Background: an optimization exercise with open tools, aiming at small area and a short achievable clock period. Do not read the settings as production practice.
The RTL was checked by simulation tests, not by an equivalence proof against the original design.
Power figures rest on the tool's default switching activity, not on a simulated workload.

run 1:
Design ALU_Top, start of the top module:
module ALU_Top #(parameter width = 16 ,
                   Arith_width = width + width ,
                   Logic_width = width,
                   CMP_width   = width,
                   Shift_width = width)(
input wire [width-1:0] A,
input wire [width-1:0] B,
input wire CLK,
input wire RST,
input wire [3:0] ALU_FUN,
output reg  [Arith_width-1:0]  Arith_OUT,
output reg                     Carry_OUT,
output reg                     Arith_Flag,
output reg  [Logic_width-1:0]  Logic_OUT,
output reg                     Logic_Flag,
output reg  [CMP_width-1:0]    CMP_OUT,
output reg                     CMP_Flag,
output reg  [Shift_width-1:0]  Shift_OUT,
output reg                     Shift_Flag
);
Size in the first run: ~3100 cells after synthesis, ~71 flip-flops, roughly 120 I/O pins, about 0.020 mm² of cells after synthesis.
clock: 95.0 ns
lec_check: 0
abc_area: 1
cap_margin: 20
core_margin: 2
core_utilization: 70
place_density: 0.8
slew_margin: 20
run.sh (not shown) runs the stock make flow with config.mk's settings and CLKGATE_MAP_FILE= SYNTH_SCRIPT=/design/flow/synth_recipe.tcl, a recipe that flattens the netlist after the stock synthesis.
> inputs changed (run 1 -> run 2)
- PLACE_DENSITY removed (was 0.8)
- CORE_UTILIZATION changed from 70 to 40
==> comparison <==
- In summary, run 2 completed successfully, with a layout that passed the timing, design-rule and antenna checks.
- Run 1 and run 2 ended up with nearly the same final net count.
- Run 2 vs run 1: global-route met2 utilization down
- Between run 1 and run 2, the setup slack is lower for run 1.
Relative to run 2, the following input files were edited for run 3:
==> flow/flow/run.sh (new file) <==
#!/bin/bash
set -euo pipefail
W=$(pwd)
ABC_SCRIPT="$W/flow/abc_map.script"
{
  head -n 1 synth_recipe.tcl
  cat <<EOT
proc abc {args} {
  set i [lsearch -exact \$args -script]
  if {\$i >= 0} { lset args [expr {\$i + 1}] {$ABC_SCRIPT} }
  puts "own flow: abc \$args"
  yosys abc {*}\$args
}
EOT
  tail -n +2 synth_recipe.tcl
} > own_synth.tcl
grep -q '^SYNTH_SCRIPT=\|SYNTH_SCRIPT=' standard.sh
sed "s#SYNTH_SCRIPT=[^ ']*#SYNTH_SCRIPT=$W/own_synth.tcl#" standard.sh > own_standard.sh
grep -q "SYNTH_SCRIPT=$W/own_synth.tcl" own_standard.sh
bash own_standard.sh > own_flow_make.log 2>&1
test -f out/final.def
==> flow/flow/abc_map.script (new file) <==
strash
dch
map -D 18000
topo
stime -c
buffer -c
upsize -c
dnsize -c
==> flow/standard.sh (new file) <==
#!/bin/bash
# synth_recipe.tcl (not shown) runs the flow's synth.tcl, then flattens the netlist and writes it again
# the make line also repeats each setting of config.mk as NAME=value (left out here)
make -C /OpenROAD-flow-scripts/flow DESIGN_CONFIG=/design/flow/config.mk WORK_HOME=/design/flow/orfs CLKGATE_MAP_FILE= SYNTH_SCRIPT=/design/flow/synth_recipe.tcl "${@:-finish}"
removed: flow/run.sh
### Flow results
Run 3 against run 2: clock network fraction of design power has increased; combinational power rose about 6%; final HPWL from detailed placement now smaller; worst setup slack shrank by 6160 ps.
Lower relative contribution of combinational cells to total power goes to run 2 over run 3.

---

## run A
ALU_Top, a different RTL version from the one above (not shown whole).
Size in the first run: roughly 71 flip-flops, ~0.017 sq mm of cells after synthesis.
Settings: LEC_CHECK=0, ABC_AREA=1, CAP_MARGIN=20, CORE_MARGIN=2, CORE_UTILIZATION=40, PLACE_DENSITY=0.75, SLEW_MARGIN=20; clock period 95.0 ns.
Stock flow here: none of the scripts above is used.
Run A has completed all stages; timing, DRC and antenna checks passed.
Modified inputs, run B compared to run A
# run A
export LEC_CHECK = 0
export ABC_AREA = 1
export CAP_MARGIN = 20
export CORE_MARGIN = 2
export CORE_UTILIZATION = 40
export PLACE_DENSITY = 0.75
export SLEW_MARGIN = 20
create_clock -name core_clock -period 95.0 [get_ports {CLK}]
# run B
export LEC_CHECK = 0
export ABC_AREA = 1
export CAP_MARGIN = 20
export CORE_MARGIN = 2
export CORE_UTILIZATION = 55
export SLEW_MARGIN = 20
create_clock -name core_clock -period 95.0 [get_ports {CLK}]
### Flow results
Run B finished end to end and its layout was clean on timing, DRC and antenna.
Going from run A to run B, wire length shrank by a few percent.
Run B packs its core more tightly than run A.
Cell-internal power in run B vs run A: down about 0.36%
Relative to run A, the post-route standard cell area excluding fillers measured on run B has decreased slightly.
Run B -> run A: clock skew delta 0, exact match
Diff run A -> run B | clock-buffer cell count | increase of 2
Summary of run B over run A: combinational power decreased by about 4% relative to the old numbers, sequential share of layout area shows no meaningful change, number of global-route vias before repair went down, power has decreased.
For run C, these inputs were changed with respect to run B:
# run B
export LEC_CHECK = 0
export ABC_AREA = 1
export CAP_MARGIN = 20
export CORE_MARGIN = 2
export CORE_UTILIZATION = 55
export SLEW_MARGIN = 20
create_clock -name core_clock -period 95.0 [get_ports {CLK}]
# run C
export LEC_CHECK = 0
export ABC_AREA = 1
export CAP_MARGIN = 20
export CORE_MARGIN = 2
export CORE_UTILIZATION = 40
export SLEW_MARGIN = 20
create_clock -name core_clock -period 95.0 [get_ports {CLK}]
Run C went all the way through synthesis, placement and routing and the layout is clean on timing, DRC and antenna.
Between run C and run B, it is run C whose placer congestion estimate is higher, by 1.1%.
Side by side, global-route usage turned out lower in run C than in run B.
Launch point of the critical path: B[12] -> run B, A[4] -> run C
Delta(fraction of standard cell area in multi-input logic, run C - run B) < 0
Run C against run B: final cell area excluding filler cells now sits higher; net switching power figure now sits higher.

## afterwards: timing with drivers on the ports
In the flow no input, the clock included, has a driving cell. The finished layouts below were timed again as built, in two steps.
Step 1 sets driving cells, clkbuf_16 on the clock port and buf_2 on the other inputs (assumed; they add their load-dependent delay and slew).
Step 2, shift: input delay + t, output delay - t, t = (earliest + latest rising clock arrival at the registers) / 2. This alone moves slack from input paths to output paths.
a / b / c = ideal / step 1 / step 2; a / b = the first two.
run | t, ns | setup slack, ns | worst setup path after step 2 | worst register clock-pin slew, ns
run 1 | 0.396 | 56.326 / 56.320 / 55.924 | input to register | 0.07 / 0.07
run 2 | 0.395 | 56.912 / 56.927 / 56.532 | input to register | 0.07 / 0.07
run 3 | 0.425 | 50.749 / 50.768 / 50.343 | input to register | 0.09 / 0.09
run A | 0.382 | 55.735 / 55.747 / 55.365 | input to register | 0.06 / 0.06
run B | 0.393 | 56.020 / 56.027 / 55.635 | input to register | 0.08 / 0.08
run C | 0.402 | 55.896 / 55.910 / 55.507 | input to register | 0.07 / 0.07
After both steps setup and hold are still met in every run listed. For run 3, which loses most, drivers alone change the setup slack by +0.019 ns; drivers and shift together by -0.406 ns.
